Context: an optimization exercise on an open-source flow, tuned for small area and a short achievable clock period. The choices shown serve that exercise and are no tape-out recipe.
Function was checked by simulation only, so behaviour that the tests miss may differ from the original.

==> run B: inputs <==
Design CPU, start of the top module:
module CPU(
	input  reset                        ,
	input  clk                          ,
	output [31:0] imem_addr             ,
	input  [31:0] imem_data             ,
	output        dmem_re               ,
	output        dmem_we               ,
	output [31:0] dmem_addr             ,
	output [31:0] dmem_wdata            ,
	input  [31:0] dmem_rdata
);
clock: 13.0 ns
lec_check: 0
cap_margin: 20
core_margin: 2
core_utilization: 50
place_density: 0.6
slew_margin: 20
synth_hierarchical: 1
synth_minimum_keep_size: 0
run.sh (not shown) runs the stock make flow with config.mk's settings and CLKGATE_MAP_FILE= SYNTH_SCRIPT=/design/flow/synth_recipe.tcl, a recipe that flattens the netlist after the stock synthesis.
==> inputs of run A, as changes to run B <==
- CORE_UTILIZATION: 50 -> 25
- PLACE_DENSITY: 0.6 -> 0.33
==> notes.md <==
| quantity | run B | run A |
|---|---|---|
| Status | finished clean | finished clean |
| Fraction of area in multi-input gates | 44.8% | 43.1% |
| Post-route clock skew | 0.0337 ns | 0.0546 ns |
| Number of gates on the worst path with buffers counted | 25 | 26 |
| Met2 routed wirelength | 162 mm | 202 mm |
| Register fraction of the total cell area | 42.6% | 40.9% |
| Row count | 151 | 214 |
| CP max stage delay | 0.89 ns | 0.78 ns |
| Crit path to | IDEX_mb[24] | IDEX_mb[28] |
| Buffer and inverter count on the worst path | 1 | 2 |
| Vias in the first global route | 66400 | 66500 |
| Clock slew at reported path FFs | 0.06 ns | 0.07 ns |
| Highest net fanout along the worst path | 16 | 37 |
| CP Launch Point | IDEX_mb[15] | IDEX_mb[1] |
| Total half-perimeter wirelength after legalization and detailed placement | 247 mm | 301 mm |
| Wire length of the first global-routing pass | 500 mm | 588 mm |
| Fmax achieved | 124 MHz | 121 MHz |
| Die Width | 417 microns | 588 microns |
| Total inserted antenna cells | 13 | 93 |
| Die Footprint | 0.174 sq mm | 0.346 sq mm |
| Met3 WL | 34.5 mm | 27.1 mm |
| Net count of the finished layout | 7929 | 7981 |
| Worst R2R Path Depth | 25 | 26 |

* * *

==> 10-24: inputs <==
Another version of the RTL of CPU (not shown whole).
clock: 13.0 ns
lec_check: 0
cap_margin: 0
core_margin: 2
core_utilization: 50
cts_buf_list: sky130_fd_sc_hd__clkbuf_8
cts_cluster_diameter: 50
cts_cluster_size: 14
place_density: 0.6
slew_margin: 0
synth_hierarchical: 1
synth_minimum_keep_size: 0
standard.sh (not shown) runs the stock make flow with config.mk's settings and CLKGATE_MAP_FILE= SYNTH_SCRIPT=/design/flow/synth_recipe.tcl, a recipe that flattens the netlist after the stock synthesis.
==> flow/flow/run.sh <==
#!/bin/bash
# The standard layout (the standard.sh, with the standard synthesis), with
# two changes to how the layout is optimised; the clock period and the
# constraints are the design's:
# - a larger setup margin for the resizer's timing repair, so that it keeps
#   improving the critical paths beyond what the clock period requires;
# - the port buffers (every input and output still gets one) are buf_4
#   instead of the default clkdlybuf4s50_1 delay cell.
set -euo pipefail
export SETUP_SLACK_MARGIN=8
export BUFFER_PORTS_ARGS="-inputs -outputs -buffer_cell sky130_fd_sc_hd__buf_4"
bash standard.sh > standard_flow.log 2>&1
==> 10-28 (differences from 10-24) <==
--- a/flow/design.v
+++ b/flow/design.v
@@ -1,8 +1,10 @@
 module ALU(
 	input [32 -1:0] in1      ,
 	input [32 -1:0] in2      ,
+	input [32 -1:0] ma       ,
+	input [32 -1:0] mb       ,
 	input [11 -1:0] ALUSel   ,
 	input Sign               ,
 	output [32 -1:0] rest     ,
 	output [32 -1:0] prod
 );
@@ -24,11 +26,11 @@
 	wire [31:0] sh = sh_ext >> in1[4:0];
 	always @(*)
 		for (k = 0; k < 32; k = k + 1)
 			sh_r[k] = sh[31 - k];
 	wire [31:0] shout = left ? sh_r : sh;
-	MUL32LO mul1(.a(in1), .b(in2), .p(prod));
+	MUL32LO mul1(.a(ma), .b(mb), .p(prod));
 	assign rest = ({32{ALUSel[0] | ALUSel[1]}} & sum[31:0])
 	                 | {31'd0, ALUSel[2] & lt}
 	                 | ({32{ALUSel[3]}} & (in1 & in2))
 	                 | ({32{ALUSel[4]}} & (in1 | in2))
 	                 | ({32{ALUSel[5]}} & ~(in1 | in2))
@@ -2734,11 +2736,11 @@
 	reg        IDEX_MemRead, IDEX_MemWrite, IDEX_RegWrite;
 	reg  [1:0] IDEX_MemtoReg;
 	reg  [4:0] IDEX_wr;
 	reg [10:0] IDEX_ALUSel;
 	reg        IDEX_Sign;
-	reg  [31:0] IDEX_in1, IDEX_in2, IDEX_sd;
+	reg  [31:0] IDEX_in1, IDEX_in2, IDEX_ma, IDEX_mb, IDEX_sd;
 	reg        IDEX_sfx;
 	reg        EXMEM_MemRead, EXMEM_MemWrite, EXMEM_RegWrite;
 	reg  [1:0] EXMEM_MemtoReg;
 	reg  [4:0] EXMEM_wr;
 	reg  [31:0] EXMEM_ALU_out, EXMEM_wdata;
@@ -2844,32 +2846,28 @@
 	             (IFID_Branch == 3'b100 && ~Zero && ~lt_u) ||
 	             (IFID_Branch == 3'b101 && lt_u);
 	wire [15:0] imm = IFID_Instruction[15:0];
 	wire [31:0] Branch_dest = IFID_PC_plus_4 + {{14{imm[15]}}, imm, 2'b00};
 	wire [31:0] Jump_target = {IFID_PC_plus_4[31:28], IFID_Instruction[25:0], 2'b00};
-	wire [31:0] PC_id = (IFID_PCSrc == 2'b00) ? (taken ? Branch_dest : PC_plus_4) :
-	                    (IFID_PCSrc == 2'b01) ? Jump_target : IFID_rd1;
-	wire seq_id = (IFID_PCSrc == 2'b00) && ~taken;
-	wire bj_if = (Branch != 3'b000) || PCSrc == 2'b01 || PCSrc == 2'b10;
-	wire bubble = seq_id && bj_if;
-	wire [31:0] PC_nb = bubble ? 32'hffeeffff : PC_id;
-	genvar q;
-	generate
-		for (q = 0; q < 32; q = q + 1) begin : pcmux
-			MUX2 m(.s(stall), .a0(PC_nb[q]), .a1(PC[q]), .y(PC_next[q]));
-		end
-	endgenerate
+	wire [31:0] Seq_target = ((Branch != 3'b000) || PCSrc == 2'b01 || PCSrc == 2'b10) ?
+	                         32'hffeeffff : PC_plus_4;
+	wire [31:0] PC_other = stall ? PC :
+	                       (IFID_PCSrc == 2'b00) ? Seq_target :
+	                       (IFID_PCSrc == 2'b01) ? Jump_target :
+	                       IFID_rd1;
+	assign PC_next = (taken && ~stall) ? Branch_dest : PC_other;
 	wire [10:0] ALUSel;
 	wire Sign;
 	ALUControl alu_control1(
 		.ALUOp  (IFID_ALUOp            ),
 		.Funct  (IFID_Instruction[5:0] ),
 		.ALUSel (ALUSel                ),
 		.Sign   (Sign                  )
 	);
 	wire [31:0] LU_out = IFID_LuOp ? {imm, 16'h0000} :
 	                     {IFID_ExtOp ? {16{imm[15]}} : 16'h0000, imm};
+	wire [31:0] Mem_rd = EXMEM_MemRead ? dmem_rdata : 32'h00000000;
 	wire n_c1 = ~IFID_ALUSrc1 && EXMEM_MemRead && (EXMEM_wr != 5'd0) && (EXMEM_wr == rs);
 	wire n_c2 = ~IFID_ALUSrc1 && EXMEM_RegWrite && (EXMEM_wr != 5'd0) && (EXMEM_wr == rs) &&
 	            ((IDEX_wr != rs) || ~IDEX_RegWrite);
 	wire n_c3 = ~IFID_ALUSrc1 && IDEX_RegWrite && (IDEX_wr != 5'd0) && (IDEX_wr == rs);
 	wire n_d1 = ~IFID_ALUSrc2 && EXMEM_MemRead && (EXMEM_wr != 5'd0) && (EXMEM_wr == rt);
@@ -2880,14 +2878,14 @@
 	wire fx2 = ~n_d1 & ~n_d2 & n_d3;
 	wire [31:0] op1 = n_c1 ? dmem_rdata : n_c2 ? EXMEM_ALU_out :
 	                  IFID_ALUSrc1 ? {27'h0, IFID_Instruction[10:6]} : Databus1_brc;
 	wire [31:0] op2 = n_d1 ? dmem_rdata : n_d2 ? EXMEM_ALU_out :
 	                  IFID_ALUSrc2 ? LU_out : Databus2_brc;
+	wire mul = ALUSel[10];
 	wire link = (IFID_MemtoReg == 2'b10);
-	wire sd_ld = IFID_MemWrite && (EXMEM_wr != 5'd0) && (EXMEM_wr == rt);
 	wire [31:0] sd = link ? IFID_PC_plus_4 :
-	                 sd_ld ? (EXMEM_MemRead ? dmem_rdata : 32'h00000000) :
+	                 (IFID_MemWrite && (EXMEM_wr != 5'd0) && (EXMEM_wr == rt)) ? Mem_rd :
 	                 Databus2_brc;
 	wire sfx = IFID_MemWrite && (IDEX_wr != 5'd0) && (IDEX_wr == rt);
 	always @(posedge reset or posedge clk)
 		if (reset) begin
 			IDEX_MemRead <= 1'b0;
@@ -2900,42 +2898,49 @@
 			IDEX_MemWrite <= IFID_MemWrite;
 			IDEX_RegWrite <= IFID_RegWrite;
 			IDEX_MemtoReg <= IFID_MemtoReg;
 			IDEX_wr <= IFID_wr;
 		end
-	wire mul_ex = IDEX_ALUSel[10];
-	wire pfx1 = mul_ex & fx1;
-	wire pfx2 = mul_ex & fx2;
+	wire mfx1 = mul & fx1;
+	wire mfx2 = mul & fx2;
 	wire [31:0] t1 = fx1 ? ALU_rest : op1;
 	wire [31:0] t2 = fx2 ? ALU_rest : op2;
-	wire [31:0] in1_next, in2_next;
+	wire [31:0] u1 = mfx1 ? ALU_rest : mul ? op1 : 32'd0;
+	wire [31:0] u2 = mfx2 ? ALU_rest : mul ? op2 : 32'd0;
+	wire [31:0] in1_next, in2_next, ma_next, mb_next;
 	genvar g;
 	generate
 		for (g = 0; g < 32; g = g + 1) begin : tail
-			A21O o_out(.a(mul_ex), .b(ALU_prod[g]), .c(ALU_rest[g]), .y(ALU_out[g]));
-			A21O o_in1(.a(pfx1),   .b(ALU_prod[g]), .c(t1[g]), .y(in1_next[g]));
-			A21O o_in2(.a(pfx2),   .b(ALU_prod[g]), .c(t2[g]), .y(in2_next[g]));
+			OR2  o_out(.a(ALU_prod[g]), .b(ALU_rest[g]), .y(ALU_out[g]));
+			A21O o_in1(.a(fx1),  .b(ALU_prod[g]), .c(t1[g]), .y(in1_next[g]));
+			A21O o_in2(.a(fx2),  .b(ALU_prod[g]), .c(t2[g]), .y(in2_next[g]));
+			A21O o_ma (.a(mfx1), .b(ALU_prod[g]), .c(u1[g]), .y(ma_next[g]));
+			A21O o_mb (.a(mfx2), .b(ALU_prod[g]), .c(u2[g]), .y(mb_next[g]));
 		end
 	endgenerate
 	always @(posedge clk) begin
 		IDEX_ALUSel <= ALUSel;
 		IDEX_Sign <= Sign;
 		IDEX_in1 <= in1_next;
 		IDEX_in2 <= in2_next;
+		IDEX_ma <= ma_next;
+		IDEX_mb <= mb_next;
 		IDEX_sd <= sd;
 		IDEX_sfx <= sfx;
 	end
 	ALU alu1(
 		.in1    (IDEX_in1   ),
 		.in2    (IDEX_in2   ),
+		.ma     (IDEX_ma    ),
+		.mb     (IDEX_mb    ),
 		.ALUSel (IDEX_ALUSel),
 		.Sign   (IDEX_Sign  ),
 		.rest   (ALU_rest   ),
 		.prod   (ALU_prod   )
 	);
 	wire [31:0] wb_next = (EXMEM_MemtoReg == 2'b00) ? EXMEM_ALU_out :
-	                      (EXMEM_MemtoReg == 2'b01) ? dmem_rdata : EXMEM_wdata;
+	                      (EXMEM_MemtoReg == 2'b01) ? Mem_rd : EXMEM_wdata;
 	always @(posedge reset or posedge clk)
 		if (reset) begin
 			EXMEM_MemRead <= 1'b0;
 			EXMEM_MemWrite <= 1'b0;
 			EXMEM_RegWrite <= 1'b0;
@@ -2961,11 +2966,11 @@
 	assign dmem_re    = EXMEM_MemRead;
 	assign dmem_we    = EXMEM_MemWrite;
 	assign dmem_addr  = EXMEM_ALU_out;
 	assign dmem_wdata = EXMEM_wdata;
 endmodule
-module MUX2(input s, input a0, input a1, output y);
-	assign y = s ? a1 : a0;
+module OR2(input a, input b, output y);
+	assign y = a | b;
 endmodule
 module A21O(input a, input b, input c, output y);
 	assign y = (a & b) | c;
 endmodule
==> flow/config.mk (replaced) <==
export PLATFORM = sky130hd
export DESIGN_NAME = CPU
export DESIGN_NICKNAME = CPU
export VERILOG_FILES = /design/flow/design.v
export SDC_FILE = /design/flow/constraint.sdc
export NUM_CORES = 4
export LEC_CHECK = 0
export CAP_MARGIN = 0
export CORE_MARGIN = 2
export CORE_UTILIZATION = 50
export PLACE_DENSITY = 0.6
export SLEW_MARGIN = 0
export SYNTH_HIERARCHICAL = 1
export SYNTH_MINIMUM_KEEP_SIZE = 0
==> summary of the runs <==
Flip-flop and latch count: 10-28 is higher than 10-24 (63). Against 10-28, the synthesized cell count of 10-24 is smaller by about 3%. Between 10-24 and 10-28, the lower register-to-register slack is in 10-24 (gap 0.16 ns).
==> figures <==
| metric | 10-24 | 10-28 |
|---|---|---|
| Number of cell rows | 150 | 152 |
| Layout filler cell count | 14000 | 14100 |
| Antenna violations before repair | 21 | 28 |
| Clk tree area frac | 2.96% | 5.12% |
| Outcome | complete, no violations | complete, no violations |
| Final area over synthesized area | 1.162x | 1.176x |
| RR Startpoint | IDEX_in2[14] | IDEX_mb[12] |
| Clock transition at path regs | 0.09 ns | 0.06 ns |
| Vias in the first global route | 67700 | 70500 |
| Fraction of area in multi-input gates | 46.5% | 45.4% |
| Via Count | 71700 | 73100 |
| Count of instances resized after the clock tree is built | 253 | 249 |
| TritonCTS Buffers | 146 | 160 |

* * *

==> inputs of amber <==
CPU, a different RTL version from the one above (not shown whole).
## CPU
module CPU(
	input  reset                        ,
	input  clk                          ,
	output [31:0] imem_addr             ,
	input  [31:0] imem_data             ,
	output        dmem_re               ,
	output        dmem_we               ,
	output [31:0] dmem_addr             ,
	output [31:0] dmem_wdata            ,
	input  [31:0] dmem_rdata
);
export LEC_CHECK = 0
export CAP_MARGIN = 0
export CORE_MARGIN = 2
export CORE_UTILIZATION = 50
export CTS_BUF_LIST = sky130_fd_sc_hd__clkbuf_8
export CTS_CLUSTER_DIAMETER = 50
export CTS_CLUSTER_SIZE = 14
export PLACE_DENSITY = 0.6
export SLEW_MARGIN = 0
export SYNTH_HIERARCHICAL = 1
export SYNTH_MINIMUM_KEEP_SIZE = 0
export TNS_END_PERCENT = 20
create_clock -name core_clock -period 13.0 [get_ports {clk}]
Scripts as last shown in full above: flow/flow/run.sh
==> inputs of fjord, as changes to amber <==
--- a/flow/design.v
+++ b/flow/design.v
@@ -1,13 +1,11 @@
 module ALU(
 	input [32 -1:0] in1      ,
 	input [32 -1:0] in2      ,
-	input [32 -1:0] ma       ,
-	input [32 -1:0] mb       ,
 	input [11 -1:0] ALUSel   ,
 	input Sign               ,
 	output [32 -1:0] rest     ,
 	output [32 -1:0] prod
 );
 	wire sub = ALUSel[1] | ALUSel[2];
 	wire [32:0] sum = {1'b0, in1} + {1'b0, in2 ^ {32{sub}}} + {32'd0, sub};
 	wire lt_u = ~sum[32];
@@ -23,17 +21,17 @@
 	wire [31:0] sh_in = left ? in2_r : in2;
 	wire fill = ALUSel[9] & in2[31];
 	wire [63:0] sh_ext = {{32{fill}}, sh_in};
 	wire [31:0] sh = sh_ext >> in1[4:0];
 	always @(*)
 		for (k = 0; k < 32; k = k + 1)
 			sh_r[k] = sh[31 - k];
 	wire [31:0] shout = left ? sh_r : sh;
-	MUL32LO mul1(.a(ma), .b(mb), .p(prod));
+	MUL32LO mul1(.a(in1), .b(in2), .p(prod));
 	assign rest = ({32{ALUSel[0] | ALUSel[1]}} & sum[31:0])
 	                 | {31'd0, ALUSel[2] & lt}
 	                 | ({32{ALUSel[3]}} & (in1 & in2))
 	                 | ({32{ALUSel[4]}} & (in1 | in2))
 	                 | ({32{ALUSel[5]}} & ~(in1 | in2))
 	                 | ({32{ALUSel[6]}} & (in1 ^ in2))
 	                 | ({32{ALUSel[7] | ALUSel[8] | ALUSel[9]}} & shout);
 endmodule
@@ -2316,17 +2314,17 @@
 	reg  [3:0] IFID_ALUOp;
 	reg        IFID_fA1, IFID_fB1, IFID_fA2, IFID_fB2;  
 	reg  [31:0] IFID_rd1, IFID_rd2;                      
 	reg        IDEX_MemRead, IDEX_MemWrite, IDEX_RegWrite;
 	reg  [1:0] IDEX_MemtoReg;
 	reg  [4:0] IDEX_wr;
 	reg [10:0] IDEX_ALUSel;
 	reg        IDEX_Sign;
-	reg  [31:0] IDEX_in1, IDEX_in2, IDEX_ma, IDEX_mb, IDEX_sd;
+	reg  [31:0] IDEX_in1, IDEX_in2, IDEX_sd;
 	reg        IDEX_sfx;
 	reg        EXMEM_MemRead, EXMEM_MemWrite, EXMEM_RegWrite;
 	reg  [1:0] EXMEM_MemtoReg;
 	reg  [4:0] EXMEM_wr;
 	reg  [31:0] EXMEM_ALU_out, EXMEM_wdata;
 	reg        MEMWB_RegWrite;
 	reg  [4:0] MEMWB_wr;
 	reg  [31:0] MEMWB_ALU_out, MEMWB_wb;
@@ -2462,17 +2460,16 @@
 	            ((IDEX_wr != rt) || ~IDEX_RegWrite);
 	wire n_d3 = ~IFID_ALUSrc2 && IDEX_RegWrite && (IDEX_wr != 5'd0) && (IDEX_wr == rt);
 	wire fx1 = ~n_c1 & ~n_c2 & n_c3;
 	wire fx2 = ~n_d1 & ~n_d2 & n_d3;
 	wire [31:0] op1 = n_c1 ? dmem_rdata : n_c2 ? EXMEM_ALU_out :
 	                  IFID_ALUSrc1 ? {27'h0, IFID_Instruction[10:6]} : Databus1_brc;
 	wire [31:0] op2 = n_d1 ? dmem_rdata : n_d2 ? EXMEM_ALU_out :
 	                  IFID_ALUSrc2 ? LU_out : Databus2_brc;
-	wire mul = ALUSel[10];
 	wire link = (IFID_MemtoReg == 2'b10);
 	wire sd_ld = IFID_MemWrite && (EXMEM_wr != 5'd0) && (EXMEM_wr == rt);
 	wire [31:0] sd = link ? IFID_PC_plus_4 :
 	                 sd_ld ? (EXMEM_MemRead ? dmem_rdata : 32'h00000000) :
 	                 Databus2_brc;
 	wire sfx = IFID_MemWrite && (IDEX_wr != 5'd0) && (IDEX_wr == rt);
 	always @(posedge reset or posedge clk)
 		if (reset) begin
@@ -2483,48 +2480,41 @@
 			IDEX_wr <= 5'd0;
 		end else begin
 			IDEX_MemRead <= IFID_MemRead;
 			IDEX_MemWrite <= IFID_MemWrite;
 			IDEX_RegWrite <= IFID_RegWrite;
 			IDEX_MemtoReg <= IFID_MemtoReg;
 			IDEX_wr <= IFID_wr;
 		end
-	wire mfx1 = mul & fx1;
-	wire mfx2 = mul & fx2;
+	wire mul_ex = IDEX_ALUSel[10];
+	wire pfx1 = mul_ex & fx1;
+	wire pfx2 = mul_ex & fx2;
 	wire [31:0] t1 = fx1 ? ALU_rest : op1;
 	wire [31:0] t2 = fx2 ? ALU_rest : op2;
-	wire [31:0] u1 = mfx1 ? ALU_rest : mul ? op1 : 32'd0;
-	wire [31:0] u2 = mfx2 ? ALU_rest : mul ? op2 : 32'd0;
-	wire [31:0] in1_next, in2_next, ma_next, mb_next;
+	wire [31:0] in1_next, in2_next;
 	genvar g;
 	generate
 		for (g = 0; g < 32; g = g + 1) begin : tail
-			OR2  o_out(.a(ALU_prod[g]), .b(ALU_rest[g]), .y(ALU_out[g]));
-			A21O o_in1(.a(fx1),  .b(ALU_prod[g]), .c(t1[g]), .y(in1_next[g]));
-			A21O o_in2(.a(fx2),  .b(ALU_prod[g]), .c(t2[g]), .y(in2_next[g]));
-			A21O o_ma (.a(mfx1), .b(ALU_prod[g]), .c(u1[g]), .y(ma_next[g]));
-			A21O o_mb (.a(mfx2), .b(ALU_prod[g]), .c(u2[g]), .y(mb_next[g]));
+			A21O o_out(.a(mul_ex), .b(ALU_prod[g]), .c(ALU_rest[g]), .y(ALU_out[g]));
+			A21O o_in1(.a(pfx1),   .b(ALU_prod[g]), .c(t1[g]), .y(in1_next[g]));
+			A21O o_in2(.a(pfx2),   .b(ALU_prod[g]), .c(t2[g]), .y(in2_next[g]));
 		end
 	endgenerate
 	always @(posedge clk) begin
 		IDEX_ALUSel <= ALUSel;
 		IDEX_Sign <= Sign;
 		IDEX_in1 <= in1_next;
 		IDEX_in2 <= in2_next;
-		IDEX_ma <= ma_next;
-		IDEX_mb <= mb_next;
 		IDEX_sd <= sd;
 		IDEX_sfx <= sfx;
 	end
 	ALU alu1(
 		.in1    (IDEX_in1   ),
 		.in2    (IDEX_in2   ),
-		.ma     (IDEX_ma    ),
-		.mb     (IDEX_mb    ),
 		.ALUSel (IDEX_ALUSel),
 		.Sign   (IDEX_Sign  ),
 		.rest   (ALU_rest   ),
 		.prod   (ALU_prod   )
 	);
 	wire [31:0] wb_next = (EXMEM_MemtoReg == 2'b00) ? EXMEM_ALU_out :
 	                      (EXMEM_MemtoReg == 2'b01) ? dmem_rdata : EXMEM_wdata;
 	always @(posedge reset or posedge clk)
@@ -2551,17 +2541,14 @@
 		MEMWB_ALU_out <= EXMEM_ALU_out;
 		MEMWB_wb <= wb_next;
 	end
 	assign dmem_re    = EXMEM_MemRead;
 	assign dmem_we    = EXMEM_MemWrite;
 	assign dmem_addr  = EXMEM_ALU_out;
 	assign dmem_wdata = EXMEM_wdata;
 endmodule
-module OR2(input a, input b, output y);
-	assign y = a | b;
-endmodule
 module MUX2(input s, input a0, input a1, output y);
 	assign y = s ? a1 : a0;
 endmodule
 module A21O(input a, input b, input c, output y);
 	assign y = (a & b) | c;
 endmodule
- TNS_END_PERCENT: 20 -> not set
==> inputs of delta, as changes to amber <==
- TNS_END_PERCENT: 20 -> not set
==> notes.md <==
P&R area growth vs syn 14.4%; DR iter-0 viols 12400; Design Area, Final 100000 µm²; area of the multi-input gates 47000 µm²; die height 423 µm; Routed WL 367000 µm; final worst slack 7.72 ns; status complete, no violations; sequential cell area share 0.410; fmax 189 MHz; hold path start IDEX_MemtoReg[0]
# the run above: amber

==> notes.md <==
antenna-violating nets left 0; final worst slack 7.84 ns; hold path start IDEX_MemRead; area of the multi-input gates 47400 µm²; met2 usage 0.621; Clock transition at path regs 0.10 ns; DR iter-0 viols 12900; die height 423 µm; status complete, no violations; Design Area, Final 102000 µm²; fmax 194 MHz; Routed WL 367000 µm; placed cell areas 93200 µm²; DR pass1 iterations 14; P&R area growth vs syn 15.9%; sequential cell area share 0.405; Post-CTS Resized 257; Core Region 174000 µm²
# the run above: delta

==> notes.md <==
Crit. path cell count 21; Synth top cells by count edfxtp_1, a222oi_1, xor2_1, nor2_1, dfxtp_1; Routed WL 362000 µm; CP bufs+invs 5; fmax 192 MHz; die height 417 µm; hold path start IDEX_MemRead; P&R area growth vs syn 16.2%; pin count of the biggest net entering global routing 65; sequential cell area share 0.403; commonest non-fill, non-tap cell in the layout edfxtp_1; area of the multi-input gates 46000 µm²; status complete, no violations; Biggest Area Class multi-input gates; Design Area, Final 99100 µm²; DR iter-0 viols 13600; CP delay by family, top XOR/XNOR gates
# the run above: fjord

## afterwards: timing with drivers on the ports
The flow's constraints put no driver on any port. The routed layouts listed below were extracted and timed again, unchanged, in two steps.
Step 1 (the two cells are an assumption about what drives the block):
set clk [get_ports {clk}]
set_driving_cell -lib_cell sky130_fd_sc_hd__clkbuf_16 $clk
set_driving_cell -lib_cell sky130_fd_sc_hd__buf_2 [delete_from_list [all_inputs] $clk]
Step 2 moves the port delays by t, midway between the first and last clock arrival at a register: inputs arrive t later, outputs are due t later. That takes back most of the time a late clock gives input paths.
a / b / c = no drivers / after step 1 / after step 2; a / b = the first two.
run | shift t [ns] | setup WS [ns] | worst slew at a driven data input, ns
run B | 0.899 | 4.918 / 4.918 / 4.918 | 0.10
run A | 0.966 | 4.757 / 4.757 / 4.757 | 0.05
10-24 | 1.023 | 7.489 / 7.489 / 6.920 | 0.11
10-28 | 0.919 | 7.644 / 7.644 / 7.235 | 0.27
amber | 1.041 | 7.718 / 7.718 / 7.016 | 0.23
fjord | 1.042 | 7.780 / 7.780 / 7.015 | 0.11
delta | 1.031 | 7.840 / 7.840 / 6.901 | 0.23
After both steps setup and hold are still met in every run listed. For delta, which loses most, drivers alone change the setup slack by 0.000 ns; drivers and shift together by -0.939 ns.
